From an optimization exercise on the open Yosys and OpenROAD flow, aimed at small area, a short achievable clock period and few clock cycles; shortcuts taken in it are not production practice. RTL that was checked went through simulation tests only; none was proved equivalent to the original.

==> flow/design.v (excerpt) <==
module JAM (
	input CLK,
	input RST,
	output [2:0] W,
	output [2:0] J,
	input [6:0] Cost,
	output [3:0] MatchCount,
	output reg [9:0] MinCost,
	output reg Valid
);
Size in the first run: ~3,400 cells after synthesis, roughly 30 I/O pins, roughly 36,000 sq um of cells after synthesis.
clock: 5.0 ns
lec_check: 0
abc_clock_period_in_ps: 3500
cap_margin: 20
core_margin: 2
core_utilization: 40
setup_slack_margin: 1.0
slew_margin: 20
run.sh (not shown) runs the stock make flow with config.mk's settings and CLKGATE_MAP_FILE= SYNTH_SCRIPT=/design/flow/synth_recipe.tcl, a recipe that flattens the netlist after the stock synthesis.
Next try:
- ABC_CLOCK_PERIOD_IN_PS: 3500 -> 2500
- SETUP_SLACK_MARGIN: 1.0 -> 2.0
Outcome:
- The changed run ran to the end with no violations
- wire length climbs by 6.0%
- maximum frequency climbs by about 9%
- critical path depth climbs by 9
- via count climbs by 5.8%
- area after synthesis stays the same
- die area stays the same
- cell area climbs by 13%
Function was not checked in any run of this note: the RTL went through the layout flow alone.

========
JAM, a different RTL version from the one above (not shown whole).
For scale: ~530 flip-flops.
export LEC_CHECK = 0
export ABC_AREA = 1
export CAP_MARGIN = 20
export CORE_MARGIN = 2
export CORE_UTILIZATION = 58
export SETUP_SLACK_MARGIN = 0.3
export SLEW_MARGIN = 20
create_clock -name core_clock -period 5.0 [get_ports {CLK}]
Testbench counts at the start, summed over its fixed seeds: cycles 3,082.
==> next run, changes <==
--- a/flow/config.mk
+++ b/flow/config.mk
@@ -10,3 +10,3 @@
 export CORE_MARGIN = 2
-export CORE_UTILIZATION = 58
+export CORE_UTILIZATION = 40
 export SETUP_SLACK_MARGIN = 0.3
=> The new run completed without violations. Global-route usage decreases by 12 points. Via count went down by 3.2%. Wire length climbs by 0.43%. Hold slack stays flat.
==> next run, changes <==
--- a/flow/config.mk
+++ b/flow/config.mk
@@ -10,3 +10,3 @@
 export CORE_MARGIN = 2
-export CORE_UTILIZATION = 40
+export CORE_UTILIZATION = 45
 export SETUP_SLACK_MARGIN = 0.3
=>
- via count is about the same
- routed wire length fell slightly
- synthesized cell count is unchanged
- count of clock-buffer cells in the layout rose by 5
==> next run, changes <==
--- a/flow/config.mk
+++ b/flow/config.mk
@@ -10,4 +10,4 @@
 export CORE_MARGIN = 2
-export CORE_UTILIZATION = 45
-export SETUP_SLACK_MARGIN = 0.3
+export CORE_UTILIZATION = 40
+export SETUP_SLACK_MARGIN = 0.8
 export SLEW_MARGIN = 20
Effect: Clock-buffer cell count drops by 1; design area came out higher by a few percent; setup slack is better by 160 ps; first-iteration DRC count goes down by a little under a tenth; maximum frequency rose by a few percent; register-to-register slack improved by 160 ps; hold slack gets better by 11 ps; core utilization decreases by 4.1 points.

========
JAM, a different RTL version from the one above (not shown whole).
Size: ~4200 cells after synthesis, about 30 I/O pins, roughly 34000 um2 of cells after synthesis.
==> flow/config.mk <==
export PLATFORM = sky130hd
export DESIGN_NAME = JAM
export DESIGN_NICKNAME = JAM
export VERILOG_FILES = /design/flow/design.v
export SDC_FILE = /design/flow/constraint.sdc
export NUM_CORES = 4
export LEC_CHECK = 0
export ABC_AREA = 1
export CAP_MARGIN = 20
export CORE_MARGIN = 2
export CORE_UTILIZATION = 40
export SLEW_MARGIN = 20
==> flow/constraint.sdc <==
create_clock -name core_clock -period 5.0 [get_ports {CLK}]
set_input_delay 1.0000 -clock core_clock [delete_from_list [all_inputs] [get_ports {CLK}]]
set_output_delay 1.0000 -clock core_clock [all_outputs]
set_load 0.01 [all_outputs]
Testbench counts at the start, summed over its fixed seeds: cycles 3,556.
Change:
- ABC_AREA: 1 -> unset
- CORE_UTILIZATION: 40 -> 65
The changed run completed without violations; clock skew went up by 8.7 ps; global-route usage rose by 13 points; worst setup slack degrades by 150 ps; cell area came out lower by 0.90%; first-iteration DRC count is lower by 9.1%; synthesized area barely changes; die area decreases by 38%; maximum frequency went down by 3.1%; cell count is lower by 28%.
Change:
- CORE_UTILIZATION: 65 -> 40
The new run passed the timing, design-rule and antenna checks.
First-iteration DRC count falls by 20%.
Fmax decreases by 2.5%.
Count of clock-buffer cells in the layout went up by 5.
Final area is higher by 1.3%.
Clock skew came out higher by 33 ps.
Wire length shrinks by 1.5%.

========
== lane 1 ==
JAM, a different RTL version from the one above (not shown whole).
Size: roughly 30 I/O pins.
clock: 5.0 ns
lec_check: 0
cap_margin: 20
core_margin: 2
core_utilization: 40
setup_slack_margin: 0.3
slew_margin: 20
The flow for lane 1 finished, though final verification flagged setup timing.
Testbench counts of lane 1, summed over its fixed seeds: cycles 3,066.
diff inputs: lane 1 => lane 2
# lane 1
export LEC_CHECK = 0
export CAP_MARGIN = 20
export CORE_MARGIN = 2
export CORE_UTILIZATION = 40
export SETUP_SLACK_MARGIN = 0.3
export SLEW_MARGIN = 20
create_clock -name core_clock -period 5.0 [get_ports {CLK}]
# lane 2
export LEC_CHECK = 0
export ABC_AREA = 1
export CAP_MARGIN = 20
export CORE_MARGIN = 2
export CORE_UTILIZATION = 40
export SLEW_MARGIN = 20
create_clock -name core_clock -period 5.0 [get_ports {CLK}]
Findings:
Lane 2: all stages complete, timing, DRC and antenna checks passed. Lane 2 ends up with lower combined area of the multi-input logic cells than lane 1 does. Lane 2 ends up with higher total routed wirelength than lane 1 does. On lane 2: sequential share of layout area is 1.2 points higher than what lane 1 gave. Final-layout clock buffer total delta for lane 2 relative to lane 1: 28% higher. Worst setup slack for lane 2: 0.43 ns up relative to lane 1. NOTE: global-route usage in lane 2 exceeds that of lane 1.

========
JAM with an RTL version that a note above also has.
For scale: ~530 flip-flops, roughly 32000 sq um of cells after synthesis.
clock: 5.0 ns
lec_check: 0
abc_area: 1
cap_margin: 20
core_margin: 2
core_utilization: 50
setup_slack_margin: 0.3
slew_margin: 20
The first run ran to the end with no violations.
Testbench counts at the start, summed over its fixed seeds: cycles 3,082.
Edit:
Settings changed: CORE_UTILIZATION 50 to 40, SETUP_SLACK_MARGIN 0.3 to unset.
Result:
- The changed run completed without violations
- final area falls by 0.96%
- worst hold slack loses 0.0058 ns
- setup slack is worse by 0.095 ns
- register-to-register slack gets worse by 0.09 ns
- cell count goes up by 3.0%
- global-route usage shrinks by 8.2 points

==> static timing again, ports no longer ideal <==
In the flow no input, the clock included, has a driving cell. The finished layouts below were timed again as built, in two steps. Step 1, drivers: a clkbuf_16 drives CLK and a buf_2 each remaining input, both assumed. Step 2 also shifts input and output timing later by t, the mid clock arrival at the registers, as if the neighbouring blocks saw the same clock. Three values: no drivers, after step 1, after step 2; two values: the first two.
run | shift t [ns] | setup WS [ns] | worst setup path after step 2 | worst register clock-pin slew, ns | pins driven straight from the clock port
the first run of note 1 | 0.686 | 0.954 / 0.954 / 0.954 | register to register | 0.07 / 0.07 | 1
the second run of note 1 | 0.682 | 1.276 / 1.276 / 1.276 | register to register | 0.07 / 0.07 | 1
the first run of note 2 | 0.705 | 0.448 / 0.448 / 0.448 | register to register | 0.07 / 0.07 | 1
the second run of note 2 | 0.712 | 0.456 / 0.456 / 0.456 | register to register | 0.07 / 0.07 | 1
the third run of note 2 | 0.701 | 0.416 / 0.416 / 0.416 | register to register | 0.07 / 0.07 | 1
the fourth run of note 2 | 0.702 | 0.573 / 0.573 / 0.481 | input to register | 0.07 / 0.07 | 1
the first run of note 3 | 0.716 | 0.420 / 0.420 / 0.420 | register to register | 0.07 / 0.07 | 1
the second run of note 3 | 0.701 | 0.272 / 0.209 / 0.301 | register to register | 0.07 / 0.07 | 1
the third run of note 3 | 0.725 | 0.149 / 0.079 / 0.364 | register to register | 0.07 / 0.07 | 1
lane 1 | 0.700 | -0.096 / -0.096 / -0.096 | register to register | 0.07 / 0.07 | 1
lane 2 | 0.693 | 0.336 / 0.336 / 0.336 | register to register | 0.07 / 0.07 | 1
the first run of note 5 | 0.695 | 0.482 / 0.482 / 0.482 | register to register | 0.07 / 0.07 | 1
the second run of note 5 | 0.712 | 0.387 / 0.387 / 0.387 | register to register | 0.07 / 0.07 | 1
The setup slack of the fourth run of note 2, which loses most, moves by 0.000 ns with the drivers and by -0.092 ns with both steps.
